Background: an optimization exercise with open tools, aiming at small area and a short achievable clock period. Do not read the settings as production practice.
Function was checked by simulation only, so behaviour that the tests miss may differ from the original.
Power and IR drop assume default switching activity.

### design/flow/run.sh
#!/bin/bash
# synth_recipe.tcl (not shown) runs the flow's synth.tcl, then flattens the netlist and writes it again
# the make line also repeats each setting of config.mk as NAME=value (left out here)
make -C /OpenROAD-flow-scripts/flow DESIGN_CONFIG=/design/flow/config.mk WORK_HOME=/design/flow/orfs CLKGATE_MAP_FILE= SYNTH_SCRIPT=/design/flow/synth_recipe.tcl finish
### design/flow/config.mk
export PLATFORM = sky130hd
export DESIGN_NAME = ChecksumRTL_noparam
export DESIGN_NICKNAME = ChecksumRTL_noparam
export VERILOG_FILES = /design/flow/design.v
export SDC_FILE = /design/flow/constraint.sdc
export NUM_CORES = 4
export LEC_CHECK = 0
export CAP_MARGIN = 20
export CORE_MARGIN = 2
export CORE_UTILIZATION = 40
export CTS_BUF_LIST = sky130_fd_sc_hd__clkbuf_4
export SLEW_MARGIN = 20
export SYNTH_HIERARCHICAL = 1
### design/flow/constraint.sdc
create_clock -name core_clock -period 16.0 [get_ports {clk}]
set_input_delay 3.2000 -clock core_clock [delete_from_list [all_inputs] [get_ports {clk}]]
set_output_delay 3.2000 -clock core_clock [all_outputs]
set_load 0.01 [all_outputs]
### design/flow/design.v
module ChecksumRTL_noparam
(
  input  logic [0:0] clk ,
  input  logic [0:0] reset ,
  input  logic [0:0] recv__en  ,
  input  logic [127:0] recv__msg  ,
  output logic [0:0] recv__rdy  ,
  output logic [0:0] send__en  ,
  output logic [31:0] send__msg  ,
  input  logic [0:0] send__rdy
);
  logic [0:0]  full;
  logic [15:0] sum1_q, sum2_q;
  wire s1, c2;
  csa_fa u_s1 (.a(recv__msg[0]), .b(recv__msg[16]), .c(recv__msg[32]), .s(s1), .co(c2));
  wire s3, c4;
  csa_fa u_s3 (.a(recv__msg[1]), .b(recv__msg[17]), .c(recv__msg[33]), .s(s3), .co(c4));
  wire s5, c6;
  csa_fa u_s5 (.a(recv__msg[2]), .b(recv__msg[18]), .c(recv__msg[34]), .s(s5), .co(c6));
  wire s7, c8;
  csa_fa u_s7 (.a(recv__msg[3]), .b(recv__msg[19]), .c(recv__msg[35]), .s(s7), .co(c8));
  wire s9, c10;
  csa_fa u_s9 (.a(recv__msg[4]), .b(recv__msg[20]), .c(recv__msg[36]), .s(s9), .co(c10));
  wire s11, c12;
  csa_fa u_s11 (.a(recv__msg[5]), .b(recv__msg[21]), .c(recv__msg[37]), .s(s11), .co(c12));
  wire s13, c14;
  csa_fa u_s13 (.a(recv__msg[6]), .b(recv__msg[22]), .c(recv__msg[38]), .s(s13), .co(c14));
  wire s15, c16;
  csa_fa u_s15 (.a(recv__msg[7]), .b(recv__msg[23]), .c(recv__msg[39]), .s(s15), .co(c16));
  wire s17, c18;
  csa_fa u_s17 (.a(recv__msg[8]), .b(recv__msg[24]), .c(recv__msg[40]), .s(s17), .co(c18));
  wire s19, c20;
  csa_fa u_s19 (.a(recv__msg[9]), .b(recv__msg[25]), .c(recv__msg[41]), .s(s19), .co(c20));
  wire s21, c22;
  csa_fa u_s21 (.a(recv__msg[10]), .b(recv__msg[26]), .c(recv__msg[42]), .s(s21), .co(c22));
  wire s23, c24;
  csa_fa u_s23 (.a(recv__msg[11]), .b(recv__msg[27]), .c(recv__msg[43]), .s(s23), .co(c24));
  wire s25, c26;
  csa_fa u_s25 (.a(recv__msg[12]), .b(recv__msg[28]), .c(recv__msg[44]), .s(s25), .co(c26));
  wire s27, c28;
  csa_fa u_s27 (.a(recv__msg[13]), .b(recv__msg[29]), .c(recv__msg[45]), .s(s27), .co(c28));
  wire s29, c30;
  csa_fa u_s29 (.a(recv__msg[14]), .b(recv__msg[30]), .c(recv__msg[46]), .s(s29), .co(c30));
  wire s31;
  assign s31 = recv__msg[15] ^ recv__msg[31] ^ recv__msg[47];
  wire s32, c33;
  csa_fa u_s32 (.a(recv__msg[48]), .b(recv__msg[80]), .c(recv__msg[112]), .s(s32), .co(c33));
  wire s34, c35;
  csa_fa u_s34 (.a(recv__msg[49]), .b(recv__msg[81]), .c(recv__msg[113]), .s(s34), .co(c35));
  wire s36, c37;
  csa_fa u_s36 (.a(recv__msg[50]), .b(recv__msg[82]), .c(recv__msg[114]), .s(s36), .co(c37));
  wire s38, c39;
  csa_fa u_s38 (.a(recv__msg[51]), .b(recv__msg[83]), .c(recv__msg[115]), .s(s38), .co(c39));
  wire s40, c41;
  csa_fa u_s40 (.a(recv__msg[52]), .b(recv__msg[84]), .c(recv__msg[116]), .s(s40), .co(c41));
  wire s42, c43;
  csa_fa u_s42 (.a(recv__msg[53]), .b(recv__msg[85]), .c(recv__msg[117]), .s(s42), .co(c43));
  wire s44, c45;
  csa_fa u_s44 (.a(recv__msg[54]), .b(recv__msg[86]), .c(recv__msg[118]), .s(s44), .co(c45));
  wire s46, c47;
  csa_fa u_s46 (.a(recv__msg[55]), .b(recv__msg[87]), .c(recv__msg[119]), .s(s46), .co(c47));
  wire s48, c49;
  csa_fa u_s48 (.a(recv__msg[56]), .b(recv__msg[88]), .c(recv__msg[120]), .s(s48), .co(c49));
  wire s50, c51;
  csa_fa u_s50 (.a(recv__msg[57]), .b(recv__msg[89]), .c(recv__msg[121]), .s(s50), .co(c51));
  wire s52, c53;
  csa_fa u_s52 (.a(recv__msg[58]), .b(recv__msg[90]), .c(recv__msg[122]), .s(s52), .co(c53));
  wire s54, c55;
  csa_fa u_s54 (.a(recv__msg[59]), .b(recv__msg[91]), .c(recv__msg[123]), .s(s54), .co(c55));
  wire s56, c57;
  csa_fa u_s56 (.a(recv__msg[60]), .b(recv__msg[92]), .c(recv__msg[124]), .s(s56), .co(c57));
  wire s58, c59;
  csa_fa u_s58 (.a(recv__msg[61]), .b(recv__msg[93]), .c(recv__msg[125]), .s(s58), .co(c59));
  wire s60, c61;
  csa_fa u_s60 (.a(recv__msg[62]), .b(recv__msg[94]), .c(recv__msg[126]), .s(s60), .co(c61));
  wire s62;
  assign s62 = recv__msg[63] ^ recv__msg[95] ^ recv__msg[127];
  wire ni63;
  assign ni63 = ~recv__msg[16];
  wire ni64;
  assign ni64 = ~recv__msg[17];
  wire ni65;
  assign ni65 = ~recv__msg[18];
  wire ni66;
  assign ni66 = ~recv__msg[19];
  wire ni67;
  assign ni67 = ~recv__msg[20];
  wire ni68;
  assign ni68 = ~recv__msg[21];
  wire ni69;
  assign ni69 = ~recv__msg[22];
  wire ni70;
  assign ni70 = ~recv__msg[23];
  wire ni71;
  assign ni71 = ~recv__msg[24];
  wire ni72;
  assign ni72 = ~recv__msg[25];
  wire ni73;
  assign ni73 = ~recv__msg[26];
  wire ni74;
  assign ni74 = ~recv__msg[27];
  wire ni75;
  assign ni75 = ~recv__msg[28];
  wire ni76;
  assign ni76 = ~recv__msg[29];
  wire ni77;
  assign ni77 = ~recv__msg[30];
  wire ni78;
  assign ni78 = ~recv__msg[31];
  wire ni79;
  assign ni79 = ~recv__msg[32];
  wire ni80;
  assign ni80 = ~recv__msg[33];
  wire ni81;
  assign ni81 = ~recv__msg[34];
  wire ni82;
  assign ni82 = ~recv__msg[35];
  wire ni83;
  assign ni83 = ~recv__msg[36];
  wire ni84;
  assign ni84 = ~recv__msg[37];
  wire ni85;
  assign ni85 = ~recv__msg[38];
  wire ni86;
  assign ni86 = ~recv__msg[39];
  wire ni87;
  assign ni87 = ~recv__msg[40];
  wire ni88;
  assign ni88 = ~recv__msg[41];
  wire ni89;
  assign ni89 = ~recv__msg[42];
  wire ni90;
  assign ni90 = ~recv__msg[43];
  wire ni91;
  assign ni91 = ~recv__msg[44];
  wire ni92;
  assign ni92 = ~recv__msg[45];
  wire ni93;
  assign ni93 = ~recv__msg[46];
  wire ni94;
  assign ni94 = ~recv__msg[47];
  wire s95, c96;
  csa_fa u_s95 (.a(recv__msg[64]), .b(recv__msg[96]), .c(s1), .s(s95), .co(c96));
  wire s97, c98;
  csa_fa u_s97 (.a(recv__msg[65]), .b(recv__msg[97]), .c(c2), .s(s97), .co(c98));
  wire s99, c100;
  csa_fa u_s99 (.a(c33), .b(s3), .c(s34), .s(s99), .co(c100));
  wire s101, c102;
  csa_fa u_s101 (.a(c96), .b(s97), .c(s99), .s(s101), .co(c102));
  wire s103, c104;
  csa_fa u_s103 (.a(recv__msg[66]), .b(recv__msg[98]), .c(c4), .s(s103), .co(c104));
  wire s105, c106;
  csa_fa u_s105 (.a(c35), .b(s5), .c(s36), .s(s105), .co(c106));
  wire s107, c108;
  csa_fa u_s107 (.a(c98), .b(c100), .c(s103), .s(s107), .co(c108));
  wire s109, c110;
  csa_fa u_s109 (.a(s105), .b(c102), .c(s107), .s(s109), .co(c110));
  wire s111, c112;
  csa_fa u_s111 (.a(recv__msg[67]), .b(recv__msg[99]), .c(c6), .s(s111), .co(c112));
  wire s113, c114;
  csa_fa u_s113 (.a(c37), .b(s7), .c(s38), .s(s113), .co(c114));
  wire s115, c116;
  csa_fa u_s115 (.a(c104), .b(c106), .c(s111), .s(s115), .co(c116));
  wire s117, c118;
  csa_fa u_s117 (.a(s113), .b(c108), .c(s115), .s(s117), .co(c118));
  wire s119, c120;
  csa_fa u_s119 (.a(recv__msg[68]), .b(recv__msg[100]), .c(c8), .s(s119), .co(c120));
  wire s121, c122;
  csa_fa u_s121 (.a(c39), .b(s9), .c(s40), .s(s121), .co(c122));
  wire s123, c124;
  csa_fa u_s123 (.a(c112), .b(c114), .c(s119), .s(s123), .co(c124));
  wire s125, c126;
  csa_fa u_s125 (.a(s121), .b(c116), .c(s123), .s(s125), .co(c126));
  wire s127, c128;
  csa_fa u_s127 (.a(recv__msg[69]), .b(recv__msg[101]), .c(c10), .s(s127), .co(c128));
  wire s129, c130;
  csa_fa u_s129 (.a(c41), .b(s11), .c(s42), .s(s129), .co(c130));
  wire s131, c132;
  csa_fa u_s131 (.a(c120), .b(c122), .c(s127), .s(s131), .co(c132));
  wire s133, c134;
  csa_fa u_s133 (.a(s129), .b(c124), .c(s131), .s(s133), .co(c134));
  wire s135, c136;
  csa_fa u_s135 (.a(recv__msg[70]), .b(recv__msg[102]), .c(c12), .s(s135), .co(c136));
  wire s137, c138;
  csa_fa u_s137 (.a(c43), .b(s13), .c(s44), .s(s137), .co(c138));
  wire s139, c140;
  csa_fa u_s139 (.a(c128), .b(c130), .c(s135), .s(s139), .co(c140));
  wire s141, c142;
  csa_fa u_s141 (.a(s137), .b(c132), .c(s139), .s(s141), .co(c142));
  wire s143, c144;
  csa_fa u_s143 (.a(recv__msg[71]), .b(recv__msg[103]), .c(c14), .s(s143), .co(c144));
  wire s145, c146;
  csa_fa u_s145 (.a(c45), .b(s15), .c(s46), .s(s145), .co(c146));
  wire s147, c148;
  csa_fa u_s147 (.a(c136), .b(c138), .c(s143), .s(s147), .co(c148));
  wire s149, c150;
  csa_fa u_s149 (.a(s145), .b(c140), .c(s147), .s(s149), .co(c150));
  wire s151, c152;
  csa_fa u_s151 (.a(recv__msg[72]), .b(recv__msg[104]), .c(c16), .s(s151), .co(c152));
  wire s153, c154;
  csa_fa u_s153 (.a(c47), .b(s17), .c(s48), .s(s153), .co(c154));
  wire s155, c156;
  csa_fa u_s155 (.a(c144), .b(c146), .c(s151), .s(s155), .co(c156));
  wire s157, c158;
  csa_fa u_s157 (.a(s153), .b(c148), .c(s155), .s(s157), .co(c158));
  wire s159, c160;
  csa_fa u_s159 (.a(recv__msg[73]), .b(recv__msg[105]), .c(c18), .s(s159), .co(c160));
  wire s161, c162;
  csa_fa u_s161 (.a(c49), .b(s19), .c(s50), .s(s161), .co(c162));
  wire s163, c164;
  csa_fa u_s163 (.a(c152), .b(c154), .c(s159), .s(s163), .co(c164));
  wire s165, c166;
  csa_fa u_s165 (.a(s161), .b(c156), .c(s163), .s(s165), .co(c166));
  wire s167, c168;
  csa_fa u_s167 (.a(recv__msg[74]), .b(recv__msg[106]), .c(c20), .s(s167), .co(c168));
  wire s169, c170;
  csa_fa u_s169 (.a(c51), .b(s21), .c(s52), .s(s169), .co(c170));
  wire s171, c172;
  csa_fa u_s171 (.a(c160), .b(c162), .c(s167), .s(s171), .co(c172));
  wire s173, c174;
  csa_fa u_s173 (.a(s169), .b(c164), .c(s171), .s(s173), .co(c174));
  wire s175, c176;
  csa_fa u_s175 (.a(recv__msg[75]), .b(recv__msg[107]), .c(c22), .s(s175), .co(c176));
  wire s177, c178;
  csa_fa u_s177 (.a(c53), .b(s23), .c(s54), .s(s177), .co(c178));
  wire s179, c180;
  csa_fa u_s179 (.a(c168), .b(c170), .c(s175), .s(s179), .co(c180));
  wire s181, c182;
  csa_fa u_s181 (.a(s177), .b(c172), .c(s179), .s(s181), .co(c182));
  wire s183, c184;
  csa_fa u_s183 (.a(recv__msg[76]), .b(recv__msg[108]), .c(c24), .s(s183), .co(c184));
  wire s185, c186;
  csa_fa u_s185 (.a(c55), .b(s25), .c(s56), .s(s185), .co(c186));
  wire s187, c188;
  csa_fa u_s187 (.a(c176), .b(c178), .c(s183), .s(s187), .co(c188));
  wire s189, c190;
  csa_fa u_s189 (.a(s185), .b(c180), .c(s187), .s(s189), .co(c190));
  wire s191, c192;
  csa_fa u_s191 (.a(recv__msg[77]), .b(recv__msg[109]), .c(c26), .s(s191), .co(c192));
  wire s193, c194;
  csa_fa u_s193 (.a(c57), .b(s27), .c(s58), .s(s193), .co(c194));
  wire s195, c196;
  csa_fa u_s195 (.a(c184), .b(c186), .c(s191), .s(s195), .co(c196));
  wire s197, c198;
  csa_fa u_s197 (.a(s193), .b(c188), .c(s195), .s(s197), .co(c198));
  wire s199, c200;
  csa_fa u_s199 (.a(recv__msg[78]), .b(recv__msg[110]), .c(c28), .s(s199), .co(c200));
  wire s201, c202;
  csa_fa u_s201 (.a(c59), .b(s29), .c(s60), .s(s201), .co(c202));
  wire s203, c204;
  csa_fa u_s203 (.a(c192), .b(c194), .c(s199), .s(s203), .co(c204));
  wire s205, c206;
  csa_fa u_s205 (.a(s201), .b(c196), .c(s203), .s(s205), .co(c206));
  wire s207;
  assign s207 = recv__msg[79] ^ recv__msg[111] ^ c30;
  wire s208;
  assign s208 = c61 ^ s31 ^ s62;
  wire s209;
  assign s209 = c200 ^ c202 ^ s207;
  wire s210;
  assign s210 = s208 ^ c204 ^ s209;
  wire g211, p212;
  assign g211 = s32 & s95;
  assign p212 = s32 ^ s95;
  wire g213, p214;
  assign g213 = c110 & s117;
  assign p214 = c110 ^ s117;
  wire g215, p216;
  assign g215 = c118 & s125;
  assign p216 = c118 ^ s125;
  wire g217, p218;
  assign g217 = c126 & s133;
  assign p218 = c126 ^ s133;
  wire g219, p220;
  assign g219 = c134 & s141;
  assign p220 = c134 ^ s141;
  wire g221, p222;
  assign g221 = c142 & s149;
  assign p222 = c142 ^ s149;
  wire g223, p224;
  assign g223 = c150 & s157;
  assign p224 = c150 ^ s157;
  wire g225, p226;
  assign g225 = c158 & s165;
  assign p226 = c158 ^ s165;
  wire g227, p228;
  assign g227 = c166 & s173;
  assign p228 = c166 ^ s173;
  wire g229, p230;
  assign g229 = c174 & s181;
  assign p230 = c174 ^ s181;
  wire g231, p232;
  assign g231 = c182 & s189;
  assign p232 = c182 ^ s189;
  wire g233, p234;
  assign g233 = c190 & s197;
  assign p234 = c190 ^ s197;
  wire g235, p236;
  assign g235 = c198 & s205;
  assign p236 = c198 ^ s205;
  wire g237, p238;
  assign g237 = c206 & s210;
  assign p238 = c206 ^ s210;
  wire [15:0] s1_p = {p238, p236, p234, p232, p230, p228, p226, p224, p222, p220, p218, p216, p214, s109, s101, p212};
  wire s1_G1_1 = 1'b0 | (s1_p[1] & g211);
  wire s1_G1_3 = g213 | (s1_p[3] & 1'b0);
  wire s1_P1_3 = s1_p[3] & s1_p[2];
  wire s1_G1_5 = g217 | (s1_p[5] & g215);
  wire s1_P1_5 = s1_p[5] & s1_p[4];
  wire s1_G1_7 = g221 | (s1_p[7] & g219);
  wire s1_P1_7 = s1_p[7] & s1_p[6];
  wire s1_G1_9 = g225 | (s1_p[9] & g223);
  wire s1_P1_9 = s1_p[9] & s1_p[8];
  wire s1_G1_11 = g229 | (s1_p[11] & g227);
  wire s1_P1_11 = s1_p[11] & s1_p[10];
  wire s1_G1_13 = g233 | (s1_p[13] & g231);
  wire s1_P1_13 = s1_p[13] & s1_p[12];
  wire s1_G1_15 = g237 | (s1_p[15] & g235);
  wire s1_P1_15 = s1_p[15] & s1_p[14];
  wire s1_G2_2 = 1'b0 | (s1_p[2] & s1_G1_1);
  wire s1_G2_3 = s1_G1_3 | (s1_P1_3 & s1_G1_1);
  wire s1_G2_6 = g219 | (s1_p[6] & s1_G1_5);
  wire s1_P2_6 = s1_p[6] & s1_P1_5;
  wire s1_G2_7 = s1_G1_7 | (s1_P1_7 & s1_G1_5);
  wire s1_P2_7 = s1_P1_7 & s1_P1_5;
  wire s1_G2_10 = g227 | (s1_p[10] & s1_G1_9);
  wire s1_P2_10 = s1_p[10] & s1_P1_9;
  wire s1_G2_11 = s1_G1_11 | (s1_P1_11 & s1_G1_9);
  wire s1_P2_11 = s1_P1_11 & s1_P1_9;
  wire s1_G2_14 = g235 | (s1_p[14] & s1_G1_13);
  wire s1_P2_14 = s1_p[14] & s1_P1_13;
  wire s1_G2_15 = s1_G1_15 | (s1_P1_15 & s1_G1_13);
  wire s1_P2_15 = s1_P1_15 & s1_P1_13;
  wire s1_G3_4 = g215 | (s1_p[4] & s1_G2_3);
  wire s1_G3_5 = s1_G1_5 | (s1_P1_5 & s1_G2_3);
  wire s1_G3_6 = s1_G2_6 | (s1_P2_6 & s1_G2_3);
  wire s1_G3_7 = s1_G2_7 | (s1_P2_7 & s1_G2_3);
  wire s1_G3_12 = g231 | (s1_p[12] & s1_G2_11);
  wire s1_P3_12 = s1_p[12] & s1_P2_11;
  wire s1_G3_13 = s1_G1_13 | (s1_P1_13 & s1_G2_11);
  wire s1_P3_13 = s1_P1_13 & s1_P2_11;
  wire s1_G3_14 = s1_G2_14 | (s1_P2_14 & s1_G2_11);
  wire s1_P3_14 = s1_P2_14 & s1_P2_11;
  wire s1_G3_15 = s1_G2_15 | (s1_P2_15 & s1_G2_11);
  wire s1_P3_15 = s1_P2_15 & s1_P2_11;
  wire s1_G4_8 = g223 | (s1_p[8] & s1_G3_7);
  wire s1_G4_9 = s1_G1_9 | (s1_P1_9 & s1_G3_7);
  wire s1_G4_10 = s1_G2_10 | (s1_P2_10 & s1_G3_7);
  wire s1_G4_11 = s1_G2_11 | (s1_P2_11 & s1_G3_7);
  wire s1_G4_12 = s1_G3_12 | (s1_P3_12 & s1_G3_7);
  wire s1_G4_13 = s1_G3_13 | (s1_P3_13 & s1_G3_7);
  wire s1_G4_14 = s1_G3_14 | (s1_P3_14 & s1_G3_7);
  wire s1_G4_15 = s1_G3_15 | (s1_P3_15 & s1_G3_7);
  wire [15:0] s1_r;
  assign s1_r[0] = s1_p[0];
  assign s1_r[1] = s1_p[1] ^ g211;
  assign s1_r[2] = s1_p[2] ^ s1_G1_1;
  assign s1_r[3] = s1_p[3] ^ s1_G2_2;
  assign s1_r[4] = s1_p[4] ^ s1_G2_3;
  assign s1_r[5] = s1_p[5] ^ s1_G3_4;
  assign s1_r[6] = s1_p[6] ^ s1_G3_5;
  assign s1_r[7] = s1_p[7] ^ s1_G3_6;
  assign s1_r[8] = s1_p[8] ^ s1_G3_7;
  assign s1_r[9] = s1_p[9] ^ s1_G4_8;
  assign s1_r[10] = s1_p[10] ^ s1_G4_9;
  assign s1_r[11] = s1_p[11] ^ s1_G4_10;
  assign s1_r[12] = s1_p[12] ^ s1_G4_11;
  assign s1_r[13] = s1_p[13] ^ s1_G4_12;
  assign s1_r[14] = s1_p[14] ^ s1_G4_13;
  assign s1_r[15] = s1_p[15] ^ s1_G4_14;
  wire s239;
  assign s239 = ni63 ^ s32;
  wire c240;
  assign c240 = ni63 | s32;
  wire s241, c242;
  csa_fa u_s241 (.a(recv__msg[80]), .b(recv__msg[96]), .c(ni64), .s(s241), .co(c242));
  wire s243, c244;
  csa_fa u_s243 (.a(ni79), .b(c33), .c(s34), .s(s243), .co(c244));
  wire s245, c246;
  csa_fa u_s245 (.a(s241), .b(c240), .c(s243), .s(s245), .co(c246));
  wire s247, c248;
  csa_fa u_s247 (.a(recv__msg[48]), .b(recv__msg[64]), .c(recv__msg[81]), .s(s247), .co(c248));
  wire s249, c250;
  csa_fa u_s249 (.a(recv__msg[97]), .b(ni65), .c(ni80), .s(s249), .co(c250));
  wire s251, c252;
  csa_fa u_s251 (.a(c35), .b(s36), .c(s247), .s(s251), .co(c252));
  wire s253, c254;
  csa_fa u_s253 (.a(c242), .b(s249), .c(c244), .s(s253), .co(c254));
  wire s255, c256;
  csa_fa u_s255 (.a(s251), .b(c246), .c(s253), .s(s255), .co(c256));
  wire s257, c258;
  csa_fa u_s257 (.a(recv__msg[49]), .b(recv__msg[65]), .c(recv__msg[82]), .s(s257), .co(c258));
  wire s259, c260;
  csa_fa u_s259 (.a(recv__msg[98]), .b(ni66), .c(ni81), .s(s259), .co(c260));
  wire s261, c262;
  csa_fa u_s261 (.a(c37), .b(c248), .c(s1), .s(s261), .co(c262));
  wire s263, c264;
  csa_fa u_s263 (.a(s38), .b(s257), .c(c250), .s(s263), .co(c264));
  wire s265, c266;
  csa_fa u_s265 (.a(s259), .b(c252), .c(s261), .s(s265), .co(c266));
  wire s267, c268;
  csa_fa u_s267 (.a(s263), .b(c254), .c(s265), .s(s267), .co(c268));
  wire s269, c270;
  csa_fa u_s269 (.a(recv__msg[50]), .b(recv__msg[66]), .c(recv__msg[83]), .s(s269), .co(c270));
  wire s271, c272;
  csa_fa u_s271 (.a(recv__msg[99]), .b(ni67), .c(ni82), .s(s271), .co(c272));
  wire s273, c274;
  csa_fa u_s273 (.a(c2), .b(c39), .c(c258), .s(s273), .co(c274));
  wire s275, c276;
  csa_fa u_s275 (.a(s3), .b(s40), .c(s269), .s(s275), .co(c276));
  wire s277, c278;
  csa_fa u_s277 (.a(c260), .b(s271), .c(c262), .s(s277), .co(c278));
  wire s279, c280;
  csa_fa u_s279 (.a(s273), .b(c264), .c(s275), .s(s279), .co(c280));
  wire s281, c282;
  csa_fa u_s281 (.a(c266), .b(s277), .c(s279), .s(s281), .co(c282));
  wire s283, c284;
  csa_fa u_s283 (.a(recv__msg[51]), .b(recv__msg[67]), .c(recv__msg[84]), .s(s283), .co(c284));
  wire s285, c286;
  csa_fa u_s285 (.a(recv__msg[100]), .b(ni68), .c(ni83), .s(s285), .co(c286));
  wire s287, c288;
  csa_fa u_s287 (.a(c4), .b(c41), .c(c270), .s(s287), .co(c288));
  wire s289, c290;
  csa_fa u_s289 (.a(s5), .b(s42), .c(s283), .s(s289), .co(c290));
  wire s291, c292;
  csa_fa u_s291 (.a(c272), .b(s285), .c(c274), .s(s291), .co(c292));
  wire s293, c294;
  csa_fa u_s293 (.a(c276), .b(s287), .c(s289), .s(s293), .co(c294));
  wire s295, c296;
  csa_fa u_s295 (.a(c278), .b(s291), .c(c280), .s(s295), .co(c296));
  wire s297, c298;
  csa_fa u_s297 (.a(s293), .b(c282), .c(s295), .s(s297), .co(c298));
  wire s299, c300;
  csa_fa u_s299 (.a(recv__msg[52]), .b(recv__msg[68]), .c(recv__msg[85]), .s(s299), .co(c300));
  wire s301, c302;
  csa_fa u_s301 (.a(recv__msg[101]), .b(ni69), .c(ni84), .s(s301), .co(c302));
  wire s303, c304;
  csa_fa u_s303 (.a(c6), .b(c43), .c(c284), .s(s303), .co(c304));
  wire s305, c306;
  csa_fa u_s305 (.a(s7), .b(s44), .c(s299), .s(s305), .co(c306));
  wire s307, c308;
  csa_fa u_s307 (.a(c286), .b(s301), .c(c288), .s(s307), .co(c308));
  wire s309, c310;
  csa_fa u_s309 (.a(c290), .b(s303), .c(s305), .s(s309), .co(c310));
  wire s311, c312;
  csa_fa u_s311 (.a(c292), .b(s307), .c(c294), .s(s311), .co(c312));
  wire s313, c314;
  csa_fa u_s313 (.a(s309), .b(c296), .c(s311), .s(s313), .co(c314));
  wire s315, c316;
  csa_fa u_s315 (.a(recv__msg[53]), .b(recv__msg[69]), .c(recv__msg[86]), .s(s315), .co(c316));
  wire s317, c318;
  csa_fa u_s317 (.a(recv__msg[102]), .b(ni70), .c(ni85), .s(s317), .co(c318));
  wire s319, c320;
  csa_fa u_s319 (.a(c8), .b(c45), .c(c300), .s(s319), .co(c320));
  wire s321, c322;
  csa_fa u_s321 (.a(s9), .b(s46), .c(s315), .s(s321), .co(c322));
  wire s323, c324;
  csa_fa u_s323 (.a(c302), .b(s317), .c(c304), .s(s323), .co(c324));
  wire s325, c326;
  csa_fa u_s325 (.a(c306), .b(s319), .c(s321), .s(s325), .co(c326));
  wire s327, c328;
  csa_fa u_s327 (.a(c308), .b(s323), .c(c310), .s(s327), .co(c328));
  wire s329, c330;
  csa_fa u_s329 (.a(s325), .b(c312), .c(s327), .s(s329), .co(c330));
  wire s331, c332;
  csa_fa u_s331 (.a(recv__msg[54]), .b(recv__msg[70]), .c(recv__msg[87]), .s(s331), .co(c332));
  wire s333, c334;
  csa_fa u_s333 (.a(recv__msg[103]), .b(ni71), .c(ni86), .s(s333), .co(c334));
  wire s335, c336;
  csa_fa u_s335 (.a(c10), .b(c47), .c(c316), .s(s335), .co(c336));
  wire s337, c338;
  csa_fa u_s337 (.a(s11), .b(s48), .c(s331), .s(s337), .co(c338));
  wire s339, c340;
  csa_fa u_s339 (.a(c318), .b(s333), .c(c320), .s(s339), .co(c340));
  wire s341, c342;
  csa_fa u_s341 (.a(c322), .b(s335), .c(s337), .s(s341), .co(c342));
  wire s343, c344;
  csa_fa u_s343 (.a(c324), .b(s339), .c(c326), .s(s343), .co(c344));
  wire s345, c346;
  csa_fa u_s345 (.a(s341), .b(c328), .c(s343), .s(s345), .co(c346));
  wire s347, c348;
  csa_fa u_s347 (.a(recv__msg[55]), .b(recv__msg[71]), .c(recv__msg[88]), .s(s347), .co(c348));
  wire s349, c350;
  csa_fa u_s349 (.a(recv__msg[104]), .b(ni72), .c(ni87), .s(s349), .co(c350));
  wire s351, c352;
  csa_fa u_s351 (.a(c12), .b(c49), .c(c332), .s(s351), .co(c352));
  wire s353, c354;
  csa_fa u_s353 (.a(s13), .b(s50), .c(s347), .s(s353), .co(c354));
  wire s355, c356;
  csa_fa u_s355 (.a(c334), .b(s349), .c(c336), .s(s355), .co(c356));
  wire s357, c358;
  csa_fa u_s357 (.a(c338), .b(s351), .c(s353), .s(s357), .co(c358));
  wire s359, c360;
  csa_fa u_s359 (.a(c340), .b(s355), .c(c342), .s(s359), .co(c360));
  wire s361, c362;
  csa_fa u_s361 (.a(s357), .b(c344), .c(s359), .s(s361), .co(c362));
  wire s363, c364;
  csa_fa u_s363 (.a(recv__msg[56]), .b(recv__msg[72]), .c(recv__msg[89]), .s(s363), .co(c364));
  wire s365, c366;
  csa_fa u_s365 (.a(recv__msg[105]), .b(ni73), .c(ni88), .s(s365), .co(c366));
  wire s367, c368;
  csa_fa u_s367 (.a(c14), .b(c51), .c(c348), .s(s367), .co(c368));
  wire s369, c370;
  csa_fa u_s369 (.a(s15), .b(s52), .c(s363), .s(s369), .co(c370));
  wire s371, c372;
  csa_fa u_s371 (.a(c350), .b(s365), .c(c352), .s(s371), .co(c372));
  wire s373, c374;
  csa_fa u_s373 (.a(c354), .b(s367), .c(s369), .s(s373), .co(c374));
  wire s375, c376;
  csa_fa u_s375 (.a(c356), .b(s371), .c(c358), .s(s375), .co(c376));
  wire s377, c378;
  csa_fa u_s377 (.a(s373), .b(c360), .c(s375), .s(s377), .co(c378));
  wire s379, c380;
  csa_fa u_s379 (.a(recv__msg[57]), .b(recv__msg[73]), .c(recv__msg[90]), .s(s379), .co(c380));
  wire s381, c382;
  csa_fa u_s381 (.a(recv__msg[106]), .b(ni74), .c(ni89), .s(s381), .co(c382));
  wire s383, c384;
  csa_fa u_s383 (.a(c16), .b(c53), .c(c364), .s(s383), .co(c384));
  wire s385, c386;
  csa_fa u_s385 (.a(s17), .b(s54), .c(s379), .s(s385), .co(c386));
  wire s387, c388;
  csa_fa u_s387 (.a(c366), .b(s381), .c(c368), .s(s387), .co(c388));
  wire s389, c390;
  csa_fa u_s389 (.a(c370), .b(s383), .c(s385), .s(s389), .co(c390));
  wire s391, c392;
  csa_fa u_s391 (.a(c372), .b(s387), .c(c374), .s(s391), .co(c392));
  wire s393, c394;
  csa_fa u_s393 (.a(s389), .b(c376), .c(s391), .s(s393), .co(c394));
  wire s395, c396;
  csa_fa u_s395 (.a(recv__msg[58]), .b(recv__msg[74]), .c(recv__msg[91]), .s(s395), .co(c396));
  wire s397, c398;
  csa_fa u_s397 (.a(recv__msg[107]), .b(ni75), .c(ni90), .s(s397), .co(c398));
  wire s399, c400;
  csa_fa u_s399 (.a(c18), .b(c55), .c(c380), .s(s399), .co(c400));
  wire s401, c402;
  csa_fa u_s401 (.a(s19), .b(s56), .c(s395), .s(s401), .co(c402));
  wire s403, c404;
  csa_fa u_s403 (.a(c382), .b(s397), .c(c384), .s(s403), .co(c404));
  wire s405, c406;
  csa_fa u_s405 (.a(c386), .b(s399), .c(s401), .s(s405), .co(c406));
  wire s407, c408;
  csa_fa u_s407 (.a(c388), .b(s403), .c(c390), .s(s407), .co(c408));
  wire s409, c410;
  csa_fa u_s409 (.a(s405), .b(c392), .c(s407), .s(s409), .co(c410));
  wire s411, c412;
  csa_fa u_s411 (.a(recv__msg[59]), .b(recv__msg[75]), .c(recv__msg[92]), .s(s411), .co(c412));
  wire s413, c414;
  csa_fa u_s413 (.a(recv__msg[108]), .b(ni76), .c(ni91), .s(s413), .co(c414));
  wire s415, c416;
  csa_fa u_s415 (.a(c20), .b(c57), .c(c396), .s(s415), .co(c416));
  wire s417, c418;
  csa_fa u_s417 (.a(s21), .b(s58), .c(s411), .s(s417), .co(c418));
  wire s419, c420;
  csa_fa u_s419 (.a(c398), .b(s413), .c(c400), .s(s419), .co(c420));
  wire s421, c422;
  csa_fa u_s421 (.a(c402), .b(s415), .c(s417), .s(s421), .co(c422));
  wire s423, c424;
  csa_fa u_s423 (.a(c404), .b(s419), .c(c406), .s(s423), .co(c424));
  wire s425, c426;
  csa_fa u_s425 (.a(s421), .b(c408), .c(s423), .s(s425), .co(c426));
  wire s427, c428;
  csa_fa u_s427 (.a(recv__msg[60]), .b(recv__msg[76]), .c(recv__msg[93]), .s(s427), .co(c428));
  wire s429, c430;
  csa_fa u_s429 (.a(recv__msg[109]), .b(ni77), .c(ni92), .s(s429), .co(c430));
  wire s431, c432;
  csa_fa u_s431 (.a(c22), .b(c59), .c(c412), .s(s431), .co(c432));
  wire s433, c434;
  csa_fa u_s433 (.a(s23), .b(s60), .c(s427), .s(s433), .co(c434));
  wire s435, c436;
  csa_fa u_s435 (.a(c414), .b(s429), .c(c416), .s(s435), .co(c436));
  wire s437, c438;
  csa_fa u_s437 (.a(c418), .b(s431), .c(s433), .s(s437), .co(c438));
  wire s439, c440;
  csa_fa u_s439 (.a(c420), .b(s435), .c(c422), .s(s439), .co(c440));
  wire s441, c442;
  csa_fa u_s441 (.a(s437), .b(c424), .c(s439), .s(s441), .co(c442));
  wire s443;
  assign s443 = recv__msg[61] ^ recv__msg[77] ^ recv__msg[94];
  wire s444;
  assign s444 = recv__msg[110] ^ ni78 ^ ni93;
  wire s445;
  assign s445 = c24 ^ c61 ^ c428;
  wire s446;
  assign s446 = s25 ^ s62 ^ s443;
  wire s447;
  assign s447 = c430 ^ s444 ^ c432;
  wire s448;
  assign s448 = c434 ^ s445 ^ s446;
  wire s449;
  assign s449 = c436 ^ s447 ^ c438;
  wire s450;
  assign s450 = s448 ^ c440 ^ s449;
  wire x451, x452;
  assign x451 = (c256) & (s267); assign x452 = (c256) ^ (s267);
  wire x453, x454;
  assign x453 = (c268) & (s281); assign x454 = (c268) ^ (s281);
  wire x455, x456;
  assign x455 = (c298) & (s313); assign x456 = (c298) ^ (s313);
  wire x457, x458;
  assign x457 = (c314) & (s329); assign x458 = (c314) ^ (s329);
  wire x459, x460;
  assign x459 = (c330) & (s345); assign x460 = (c330) ^ (s345);
  wire x461, x462;
  assign x461 = (c346) & (s361); assign x462 = (c346) ^ (s361);
  wire x463, x464;
  assign x463 = (c362) & (s377); assign x464 = (c362) ^ (s377);
  wire x465, x466;
  assign x465 = (c378) & (s393); assign x466 = (c378) ^ (s393);
  wire x467, x468;
  assign x467 = (c394) & (s409); assign x468 = (c394) ^ (s409);
  wire x469, x470;
  assign x469 = (c410) & (s425); assign x470 = (c410) ^ (s425);
  wire x471, x472;
  assign x471 = (c426) & (s441); assign x472 = (c426) ^ (s441);
  wire x473;
  assign x473 = (c442) ^ (s450);
  wire x474;
  assign x474 = ~((x452) & (s255));
  wire x475;
  assign x475 = ~((s297) & (x453));
  wire x476;
  assign x476 = ~((s297) & (x454));
  wire x477;
  assign x477 = ~(((x458) & (x455)) | (x457));
  wire x478;
  assign x478 = ~((x458) & (x456));
  wire x479;
  assign x479 = ~(((x462) & (x459)) | (x461));
  wire x480;
  assign x480 = ~((x462) & (x460));
  wire x481;
  assign x481 = ~(((x466) & (x463)) | (x465));
  wire x482;
  assign x482 = ~((x466) & (x464));
  wire x483;
  assign x483 = ~(((x470) & (x467)) | (x469));
  wire x484;
  assign x484 = ~((x470) & (x468));
  wire x485;
  assign x485 = ~((s255) & (s245));
  wire x486;
  assign x486 = ~(x474);
  wire x487;
  assign x487 = ~(((x486) & (s245)) | (x451));
  wire x488;
  assign x488 = ~(x475);
  wire x489;
  assign x489 = ~(((x456) & (x488)) | (x455));
  wire x490;
  assign x490 = (x456) & ~(x476);
  wire x491;
  assign x491 = ~(((x478) | (x475)) & (x477));
  wire x492;
  assign x492 = ~((x478) | (x476));
  wire x493;
  assign x493 = ~(x479);
  wire x494;
  assign x494 = ~(((x464) & (x493)) | (x463));
  wire x495;
  assign x495 = (x464) & ~(x480);
  wire x496;
  assign x496 = ~(((x482) | (x479)) & (x481));
  wire x497;
  assign x497 = ~((x482) | (x480));
  wire x498;
  assign x498 = ~(x483);
  wire x499;
  assign x499 = ~(((x472) & (x498)) | (x471));
  wire x500;
  assign x500 = (x472) & ~(x484);
  wire x501;
  assign x501 = ~(x487);
  wire x502;
  assign x502 = ~(((x454) & (x501)) | (x453));
  wire x503;
  assign x503 = ~(((x476) | (x487)) & (x475));
  wire x504;
  assign x504 = ~(x490);
  wire x505;
  assign x505 = ~(((x504) | (x487)) & (x489));
  wire x506;
  assign x506 = ~(x487);
  wire x507;
  assign x507 = ~(((x492) & (x506)) | (x491));
  wire x508;
  assign x508 = ~(((x468) & (x496)) | (x467));
  wire x509;
  assign x509 = ~((x468) & (x497));
  wire x510;
  assign x510 = ~(x496);
  wire x511;
  assign x511 = ~(((x484) | (x510)) & (x483));
  wire x512;
  assign x512 = (x497) & ~(x484);
  wire x513;
  assign x513 = ~(x499);
  wire x514;
  assign x514 = ~(((x500) & (x496)) | (x513));
  wire x515;
  assign x515 = ~((x500) & (x497));
  wire x516;
  assign x516 = ~(x507);
  wire x517;
  assign x517 = ~(((x460) & (x516)) | (x459));
  wire x518;
  assign x518 = ~(((x480) | (x507)) & (x479));
  wire x519;
  assign x519 = ~(x495);
  wire x520;
  assign x520 = ~(((x519) | (x507)) & (x494));
  wire x521;
  assign x521 = ~(x507);
  wire x522;
  assign x522 = ~(((x497) & (x521)) | (x496));
  wire x523;
  assign x523 = ~(((x509) | (x507)) & (x508));
  wire x524;
  assign x524 = ~(x507);
  wire x525;
  assign x525 = ~(((x512) & (x524)) | (x511));
  wire x526;
  assign x526 = ~(((x515) | (x507)) & (x514));
  wire x527;
  assign x527 = ~(s239);
  wire x528;
  assign x528 = ~(s245);
  wire x529;
  assign x529 = (s255) ^ (s245);
  wire x530;
  assign x530 = ~((x452) ^ (x485));
  wire x531;
  assign x531 = ~((x454) ^ (x487));
  wire x532;
  assign x532 = ~((s297) ^ (x502));
  wire x533;
  assign x533 = (x456) ^ (x503);
  wire x534;
  assign x534 = (x458) ^ (x505);
  wire x535;
  assign x535 = ~((x460) ^ (x507));
  wire x536;
  assign x536 = ~((x462) ^ (x517));
  wire x537;
  assign x537 = (x464) ^ (x518);
  wire x538;
  assign x538 = (x466) ^ (x520);
  wire x539;
  assign x539 = ~((x468) ^ (x522));
  wire x540;
  assign x540 = (x470) ^ (x523);
  wire x541;
  assign x541 = ~((x472) ^ (x525));
  wire x542;
  assign x542 = (x473) ^ (x526);
  wire [15:0] s2_r;
  assign s2_r[0] = x527;
  assign s2_r[1] = x528;
  assign s2_r[2] = x529;
  assign s2_r[3] = x530;
  assign s2_r[4] = x531;
  assign s2_r[5] = x532;
  assign s2_r[6] = x533;
  assign s2_r[7] = x534;
  assign s2_r[8] = x535;
  assign s2_r[9] = x536;
  assign s2_r[10] = x537;
  assign s2_r[11] = x538;
  assign s2_r[12] = x539;
  assign s2_r[13] = x540;
  assign s2_r[14] = x541;
  assign s2_r[15] = x542;
  assign send__en  = full & ~reset & send__rdy;
  assign recv__rdy = ~reset & (~full | send__en);
  always_ff @(posedge clk) begin
    full <= ~reset & (recv__en | (full & ~send__en));
    if (recv__en) begin
      sum1_q <= s1_r;
      sum2_q <= s2_r;
    end
  end
  assign send__msg = {sum2_q, sum1_q};
endmodule
module csa_fa (input logic a, input logic b, input logic c, output logic s, output logic co);
  assign s  = a ^ b ^ c;
  assign co = (a & b) | (a & c) | (b & c);
endmodule
==> impl_metrics.ini <==
[status]
status = complete, no violations

[setup_path]
endpoint = recv__rdy[0]
cp_slowest_cell = clkdlybuf4s50_1
critPathMaxFanout = 2
start_kind = input port
crit_type = input port to output pin
reg2reg_depth = 3
arrival_ns = 4.38
cp.required_ns = 12.80
path_cells = clkdlybuf4s50_1, nor2b_1, nor2_1, clkdlybuf4s50_1
reg2reg_slack_ns = 15.30
slowest_delay_ns = 0.54
timing.rr.end = full
path_common_cell = clkdlybuf4s50_1
cp-startpoint = send__rdy[0]
r2r-start = full
worst_setup_path_end_kind = output pin

[timing]
worst_slew_pin_slew_ns = 0.424
final.period_utilization_pct = 47.3
rsz0062_at_grt = false
timing.final.ws_setup_ns = 8.42
max_freq_mhz = 132
maxSlewViolCount = 0
setup_violations = 0
hold_viol_final = 0
fin_hold_ws_ns = 0.613
fin_worst_skew_ns = 0
final.min_clock_period_ns = 7.58
fin_tns_setup_ns = 0
relSlewSlack_pct = 71.7

[cells_and_area]
final_area_sq_um = 8040
nFillCells = 1270
layout-drive-gt1-share_pct = 1.91
final_nets = 928
final_cells = 765
area_growth_pct = 31.9
antenna_cells = 0
post-route-util_pct = 53.5

[pwr]
p_leak_nw = 3.08
power_density_nw_per_um2 = 222
vdd_ir_drop_max_mv = 0.123
power.total_mw = 1.78

[clock_tree]
clockBufferDepth = 2
clk_latency_ns = 0.31
cts_sinks = 33
cts_resized = 0
clk_pin_slew_ns = 0.08
cts_tree = yes
cts-root-buf = clkbuf_4
holdBufCountCts = 0
cts_setup_buffers = 0
cts_inserted_buffers = 5
cts-htree-levels = 2

[synth]
yosysSeqAreaShare_pct = 16.1
yosysWarnings = 7
syn_nets = 755
ys_seq_elements = 33
syn_area_per_cell_sq_um = 15.1
synth.distinct_cells = 29
syn_area_sq_um = 6090
synthCells = 404

[place]
place.gp.congestion = 0.858
portBuffers = 165
preCtsSetupSlack_ns = 8.28
post-dp-hpwl_mm = 13.5
dpl.cell_count = 758
placed_area_sq_um = 7990

[hold_path]
min_path_cells = 3
hold_path.class = flip-flop to flip-flop

[drt]
drtIter0Drc = 85
topRoutingLayerUsed = met4
vias = 3676
dr.pass1.iters = 4
ant_nets = 0
avgRoutedWirePerCell_um = 18.1
wl_met3_um = 628
routed_wirelength_mm = 13.8
routedLengthMet1_mm = 5.39
vias_per_cell = 4.81
routed-wl-met2_mm = 7.72
drc = 0

[global_routing]
grt_first_pass_wirelength_mm = 23.3
grt-ovfl-total = 0
grt_usage_pct = 18.7
grt_start_max_net_pins = 34
antenna_found_initial = 0
grt_pass1_vias = 4641

[floorplanning]
die_w_um = 127
core.rowCount = 45
ios = 166
die_y_um = 127
dieArea_sq_um = 16200
core-area_sq_um = 15000
start_util_pct = 40.5

[run]
cap_violations = 0
-- metal layers --
metal | track usage, % | up-vias
li1 | - | 1642
met1 | 22.9 | 1917
met3 | 2.26 | 9
met4 | 2.07 | 0
met5 | 0 | -
met2 | 36.6 | 108
-- cells in the mapped netlist, drive strengths merged --
| master | number | area [sq um] |
|---|---|---|
| a211oi | 1 | 7.51 |
| a21o | 5 | 37.5 |
| a21oi | 13 | 65.1 |
| a221oi | 1 | 8.76 |
| a31o | 1 | 8.76 |
| a31oi | 2 | 27.5 |
| a41oi | 1 | 16.3 |
| and2 | 1 | 6.26 |
| dfxtp | 1 | 20.0 |
| edfxtp | 32 | 961 |
| fa | 191 | 3820 |
| ha | 28 | 350 |
| inv | 39 | 146 |
| nand2 | 5 | 18.8 |
| nand3 | 1 | 5.00 |
| nand4 | 2 | 12.5 |
| nor2 | 17 | 63.8 |
| nor2b | 4 | 32.5 |
| nor3 | 4 | 20.0 |
| o2111ai | 1 | 8.76 |
| o21a | 2 | 15.0 |
| o21ai | 6 | 33.8 |
| o41a | 1 | 11.3 |
| xnor2 | 35 | 307 |
| xor2 | 10 | 87.6 |
-- per-module statistics from Yosys, one instance, submodules excluded --
| module | cells | area (sq um) | flip-flops and latches |
|---|---|---|---|
| csa_fa | 1 | 20.0 | 0 |
| ChecksumRTL_noparam | 217 | 2350 | 33 |
-- layout make-up --
cell class	count	area, sq um	share of cell area (%)
Clock inverter	1	3.75	0.0467
Timing Repair Buffer	166	1660	20.6
Multi-Input combinational cell	332	4970	61.8
Clock buffer	6	45.0	0.560
Tap cell	188	235	2.93
Inverter	39	146	1.82
Sequential cell	33	981	12.2
-- worst max-delay path: cells and delay by family --
kind,cells,cell delay (ns)
simple gates,2,0.14
buf+inv,2,1.03
-- power by group --
group / switching, mW / internal, mW
registers: 0.0155 / 0.241
clock network: 0.0251 / 0.0176
logic: 0.769 / 0.715
-- cell usage in the layout, fill, tap and decap left out, types with 2 or more instances in the layout --
master,Yosys,routed
fa_1,191,191
clkdlybuf4s50_1,0,165
inv_1,39,39
xnor2_1,35,35
edfxtp_1,32,32
ha_1,28,28
nor2_1,17,17
a21oi_1,13,13
xor2_1,10,10
clkbuf_4,0,6
nand2_1,5,5
a21o_1,5,5
nor3_1,4,4
nor2b_1,3,3
o21ai_1,3,3
o21a_1,2,2
nand4_1,2,2
o21ai_0,2,2
-- cells by family after synthesis --
| family | after synthesis | synth area share, % |
|---|---|---|
| buf+inv | 39 | 2.40 |
| flops | 33 | 16.1 |
| fa+ha+maj | 219 | 68.5 |
| xor+xnor | 45 | 6.47 |
| simple gates | 34 | 2.61 |
| compound gates | 34 | 3.94 |
-- state kept, by name, summed over array words and instances (netlist names) --
name,flops
full,1
sum2_q,16
sum1_q,16
-- worst min-delay path by stage --
stage,startpoint,endpoint
finish,full,full
CTS,full,full
global route,full,full
global placement,full,full
floorplan,full,full
detailed placement,full,full
